This is an optimization exercise on Yosys and OpenROAD, whose aim is small area, a short achievable clock period and few clock cycles per item, not a production implementation. RTL that was checked went through simulation tests only; none was proved equivalent to the original. The clock port is modelled as an ideal driver, which makes a skipped or thinned clock tree look cheaper than it is; a real chip needs a root buffer or a tree.

## SquareRoot
module SquareRoot(
    input clk,
    input rst,
    input in_valid,
    input [31:0] floating_point_in,
    output out_valid,
    output [31:0] result
);
    reg [4:0] v;
    always @(posedge clk) begin
        if (rst) v <= 5'd0;
        else v <= {v[3:0], in_valid};
    end
    assign out_valid = v[4];
    wire [31:0] x_x = floating_point_in;
    reg [31:0] x_x_q;
    always @(posedge clk) begin
        x_x_q <= x_x;
    end
    wire sign = x_x_q[31];
    wire [7:0] expo = x_x_q[30:23];
    wire [22:0] mant = x_x_q[22:0];
    wire e_ff = (expo == 8'hFF);
    wire m_z = (mant == 23'd0);
    wire e_z = (expo == 8'h00);
    wire is_zero = e_z & m_z;
    wire kill = e_ff | is_zero | sign;
    wire qnan = e_ff ? (~m_z | sign) : ~is_zero;
    wire [8:0] exp_sum = {1'b0, expo} + 9'd127;
    wire [7:0] eo = kill ? (is_zero ? 8'h00 : 8'hFF) : exp_sum[8:1];
    wire [17:0] ar0;
    sqrt_s1 u1(.m(mant), .ar(ar0));
    wire [7:0] eo_a = eo;
    wire [0:0] e0_a = kill ? qnan : expo[0];
  ...
Size: roughly 180 flip-flops, about 68 I/O pins, roughly 29000 sq um of cells after synthesis.
clock: 35.0 ns
lec_check: 0
cap_margin: 0
core_margin: 2
core_utilization: 40
slew_margin: 0
synth_hierarchical: 1
synth_minimum_keep_size: 0
standard.sh (not shown) runs the stock make flow with config.mk's settings and CLKGATE_MAP_FILE= SYNTH_SCRIPT=/design/flow/synth_recipe.tcl, a recipe that flattens the netlist after the stock synthesis.
==> flow/flow/run.sh <==
#!/bin/bash
# The standard layout, except that the port buffers use buf_1 instead of the
# clkdlybuf4s50_1 that buffer_ports picks by default (smaller and faster).
set -euo pipefail
export BUFFER_PORTS_ARGS="-buffer_cell sky130_fd_sc_hd__buf_1"
bash standard.sh synth > synth.log 2>&1
bash standard.sh > layout.log 2>&1
The first run ran to the end with no violations.
Edit:
--- a/flow/config.mk
+++ b/flow/config.mk
@@ -6,8 +6,8 @@
 export NUM_CORES = 4
 export LEC_CHECK = 0
-export CAP_MARGIN = 0
+export CAP_MARGIN = 20
 export CORE_MARGIN = 2
-export CORE_UTILIZATION = 40
-export SLEW_MARGIN = 0
+export CORE_UTILIZATION = 65
+export SLEW_MARGIN = 20
 export SYNTH_HIERARCHICAL = 1
 export SYNTH_MINIMUM_KEEP_SIZE = 0
What happened: Die area decreases by 38%; via count increases by 4.6%; design area goes down by 1.6%; worst setup slack is worse by 24 ps.
Edit:
--- a/flow/config.mk
+++ b/flow/config.mk
@@ -6,8 +6,9 @@
 export NUM_CORES = 4
 export LEC_CHECK = 0
-export CAP_MARGIN = 20
+export CAP_MARGIN = 0
 export CORE_MARGIN = 2
-export CORE_UTILIZATION = 65
-export SLEW_MARGIN = 20
+export CORE_UTILIZATION = 40
+export GPL_TIMING_DRIVEN = 0
+export SLEW_MARGIN = 0
 export SYNTH_HIERARCHICAL = 1
 export SYNTH_MINIMUM_KEEP_SIZE = 0
Effect:
- cell count rises by 14%
- setup slack gains 42 ps
- fmax rises by 0.53%
- via count falls by 0.35%
- hold slack loses 3.9 ps
- routed wire length rises by 9.2%
Edit:
--- a/flow/config.mk
+++ b/flow/config.mk
@@ -6,9 +6,10 @@
 export NUM_CORES = 4
 export LEC_CHECK = 0
-export CAP_MARGIN = 0
+export CAP_MARGIN = 20
 export CORE_MARGIN = 2
-export CORE_UTILIZATION = 40
-export GPL_TIMING_DRIVEN = 0
-export SLEW_MARGIN = 0
+export CORE_UTILIZATION = 65
+export CTS_CLUSTER_DIAMETER = 100
+export CTS_CLUSTER_SIZE = 30
+export SLEW_MARGIN = 20
 export SYNTH_HIERARCHICAL = 1
 export SYNTH_MINIMUM_KEEP_SIZE = 0
Effect:
- cell area shrinks by 3.6%
- routed wire length shrinks by 8.4%
- count of clock-buffer cells in the layout shrinks by 1
- die area shrinks by 38%
- hold slack improved by 3.9 ps
- via count grows by 0.35%
- synthesized area is unchanged
No functional check of the RTL was part of any run of this note.

---

Another version of the RTL of SquareRoot (not shown whole).
Size in the first run: ~2900 cells after synthesis, about 29000 um^2 of cells after synthesis.
Design SquareRoot, start of the top module:
module SquareRoot(
    input clk,
    input rst,
    input in_valid,
    input [31:0] floating_point_in,
    output out_valid,
    output [31:0] result
);
Settings: LEC_CHECK=0, CAP_MARGIN=20, CORE_MARGIN=2, CORE_UTILIZATION=40, SLEW_MARGIN=20, SYNTH_HIERARCHICAL=1, SYNTH_MINIMUM_KEEP_SIZE=0; clock period 35.0 ns.
==> flow/flow/run.sh <==
#!/bin/bash
# The standard layout, except:
#  - port buffers use buf_1 instead of the clkdlybuf4s50_1 that buffer_ports picks by default,
#    and the output port buffers are then swapped to buf_2 (in flow/mycts.tcl);
#  - the clock tree has two levels: the clock port drives four clkbuf_16, which drive sixteen
#    leaf clkbuf_16 near the register clusters (flow/mycts.tcl, sourced as ORFS's PRE_CTS_TCL hook,
#    stands in for TritonCTS). The rest of ORFS's CTS step (legalisation, repair) runs as usual.
set -euo pipefail
export BUFFER_PORTS_ARGS="-buffer_cell sky130_fd_sc_hd__buf_1"
export PRE_CTS_TCL="$(pwd)/flow/mycts.tcl"
bash standard.sh synth > synth.log 2>&1
bash standard.sh > layout.log 2>&1
==> flow/flow/mycts.tcl <==
# PRE_CTS hook: replaces TritonCTS with a two-level clock tree. The clock port drives four
# clkbuf_16; each drives the leaf clkbuf_16 of nearby register clusters (k-means on the placed
# register positions), so no single buffer has to span the die.
proc mycts_kmeans {xs ys k} {
  set n [llength $xs]
  set order [lsort -real -indices $xs]
  set cx {}; set cy {}
  for {set j 0} {$j < $k} {incr j} {
    set i [lindex $order [expr {int(($j + 0.5) * $n / $k)}]]
    lappend cx [lindex $xs $i]; lappend cy [lindex $ys $i]
  }
  set asg [lrepeat $n 0]
  for {set iter 0} {$iter < 100} {incr iter} {
    for {set i 0} {$i < $n} {incr i} {
      set best 0; set bd 1e30
      for {set j 0} {$j < $k} {incr j} {
        set d [expr {abs([lindex $xs $i] - [lindex $cx $j]) + abs([lindex $ys $i] - [lindex $cy $j])}]
        if {$d < $bd} { set bd $d; set best $j }
      }
      lset asg $i $best
    }
    for {set j 0} {$j < $k} {incr j} {
      set sx 0; set sy 0; set c 0
      for {set i 0} {$i < $n} {incr i} {
        if {[lindex $asg $i] == $j} { set sx [expr {$sx + [lindex $xs $i]}]; set sy [expr {$sy + [lindex $ys $i]}]; incr c }
      }
      if {$c > 0} { lset cx $j [expr {$sx / $c}]; lset cy $j [expr {$sy / $c}] }
    }
  }
  return [list $asg $cx $cy]
}

proc mycts_buffer {block master name innet x y} {
  set inst [odb::dbInst_create $block $master $name]
  set net [odb::dbNet_create $block "net_$name"]
  $net setSigType CLOCK
  [$inst findITerm A] connect $innet
  [$inst findITerm X] connect $net
  $inst setLocation [expr {int($x)}] [expr {int($y)}]
  $inst setPlacementStatus PLACED
  return $net
}

proc clock_tree_synthesis {args} {
  # output port buffers: buf_2 instead of buf_1 (0.01 pF port load)
  set b2 [[ord::get_db] findMaster sky130_fd_sc_hd__buf_2]
  foreach inst [[ord::get_db_block] getInsts] {
    if {[string match "output*" [$inst getName]] && [[$inst getMaster] getName] eq "sky130_fd_sc_hd__buf_1"} {
      $inst swapMaster $b2
    }
  }
  set n1 4
  set n2 16
  set block [ord::get_db_block]
  set clk [$block findNet clk]
  $clk setSigType CLOCK
  set master [[ord::get_db] findMaster sky130_fd_sc_hd__clkbuf_16]
  set sinks {}
  foreach it [$clk getITerms] {
    if {[$it isInputSignal]} { lappend sinks $it }
  }
  set xs {}; set ys {}
  foreach it $sinks {
    set bb [[$it getInst] getBBox]
    lappend xs [expr {([$bb xMin] + [$bb xMax]) / 2.0}]
    lappend ys [expr {([$bb yMin] + [$bb yMax]) / 2.0}]
  }
  lassign [mycts_kmeans $xs $ys $n2] asg2 cx2 cy2
  lassign [mycts_kmeans $cx2 $cy2 $n1] asg1 cx1 cy1
  puts "mycts: [llength $sinks] clock sinks, $n1 + $n2 buffers"
  for {set a 0} {$a < $n1} {incr a} {
    set net1 [mycts_buffer $block $master "clkbuf_my1_$a" $clk [lindex $cx1 $a] [lindex $cy1 $a]]
    for {set b 0} {$b < $n2} {incr b} {
      if {[lindex $asg1 $b] != $a} continue
      set net2 [mycts_buffer $block $master "clkbuf_my2_$b" $net1 [lindex $cx2 $b] [lindex $cy2 $b]]
      set c 0
      for {set i 0} {$i < [llength $sinks]} {incr i} {
        if {[lindex $asg2 $i] == $b} {
          set it [lindex $sinks $i]
          $it disconnect
          $it connect $net2
          incr c
        }
      }
      puts "mycts: leaf $b under $a drives $c sinks"
    }
  }
}
The first run passed the timing, DRC and antenna checks.
Testbench counts at the start, summed over its fixed seeds: cycles 16,040, items 16,000.
Change:
PLACE_DENSITY = 0.75   (was default)
The new run finished with timing, DRC and antenna clean.
Design area hardly moves.
Sequential cell count stays the same.
Cell count hardly moves.
Clock skew is about the same.
Wire length fell by about 8%.
First-iteration DRC count rose by about 20%.
Sequential share of layout area is about the same.
Utilization barely changes.
Worst hold slack gets worse by 17 ps.
Die area does not change.
Change:
CORE_UTILIZATION = 60   (was 40)
PLACE_DENSITY = default   (was 0.75)
Outcome:
- The changed run passed the timing, DRC and antenna checks
- core utilization climbs by 20 points
- worst setup slack is better by 41 ps
- cell count decreases by a little under a tenth
Change:
--- a/flow/flow/run.sh
+++ b/flow/flow/run.sh
@@ -3,5 +3,5 @@
 #  - port buffers use buf_1 instead of the clkdlybuf4s50_1 that buffer_ports picks by default,
 #    and the output port buffers are then swapped to buf_2 (in flow/mycts.tcl);
-#  - the clock tree has two levels: the clock port drives four clkbuf_16, which drive sixteen
+#  - the clock tree has two levels: the clock port drives four clkbuf_16, which drive twelve
 #    leaf clkbuf_16 near the register clusters (flow/mycts.tcl, sourced as ORFS's PRE_CTS_TCL hook,
 #    stands in for TritonCTS). The rest of ORFS's CTS step (legalisation, repair) runs as usual.
--- a/flow/flow/mycts.tcl
+++ b/flow/flow/mycts.tcl
@@ -51,5 +51,5 @@
   }
   set n1 4
-  set n2 16
+  set n2 12
   set block [ord::get_db_block]
   set clk [$block findNet clk]
CORE_UTILIZATION = 40   (was 60)
After rerunning: The new run ran to the end with no violations; area after synthesis does not change; register-to-register slack gets better by 220 ps; synthesized cell count stays the same; final area increases by 1.1%; flip-flop and latch count is unchanged.
In every run of this note, the design's own scripts or RTL, not TritonCTS, make the clock network.

## re-timing with driven ports
In the flow no input, the clock included, has a driving cell. The finished layouts below were timed again as built, in two steps.
Step 1 assumes that a clkbuf_16 drives the clock port and a buf_2 every other input.
Step 2 times the ports against the registers' clock, not the clock port: input delays grow and output delays shrink by t, the midpoint of the rising clock arrivals with the driver on.
Three values: ideal, step 1, step 2; two values: the first two.
run	t, ns	setup slack, ns	worst setup path at the end	cell pins on the clock port's net
the first run of note 1	0.530	27.058 / 26.997 / 27.527	register to output	1
the second run of note 1	0.545	27.034 / 26.975 / 27.419	register to register	1
the third run of note 1	0.518	27.076 / 27.014 / 27.531	register to output	1
the fourth run of note 1	0.545	27.034 / 26.975 / 27.419	register to register	1
the first run of note 2	0.418	27.225 / 27.104 / 27.523	register to output	4
the second run of note 2	0.419	27.217 / 27.099 / 27.459	register to register	4
the third run of note 2	0.411	27.258 / 27.138 / 27.389	register to register	4
the fourth run of note 2	0.412	27.189 / 27.071 / 27.484	register to output	4
After both steps every run listed still meets setup and hold.
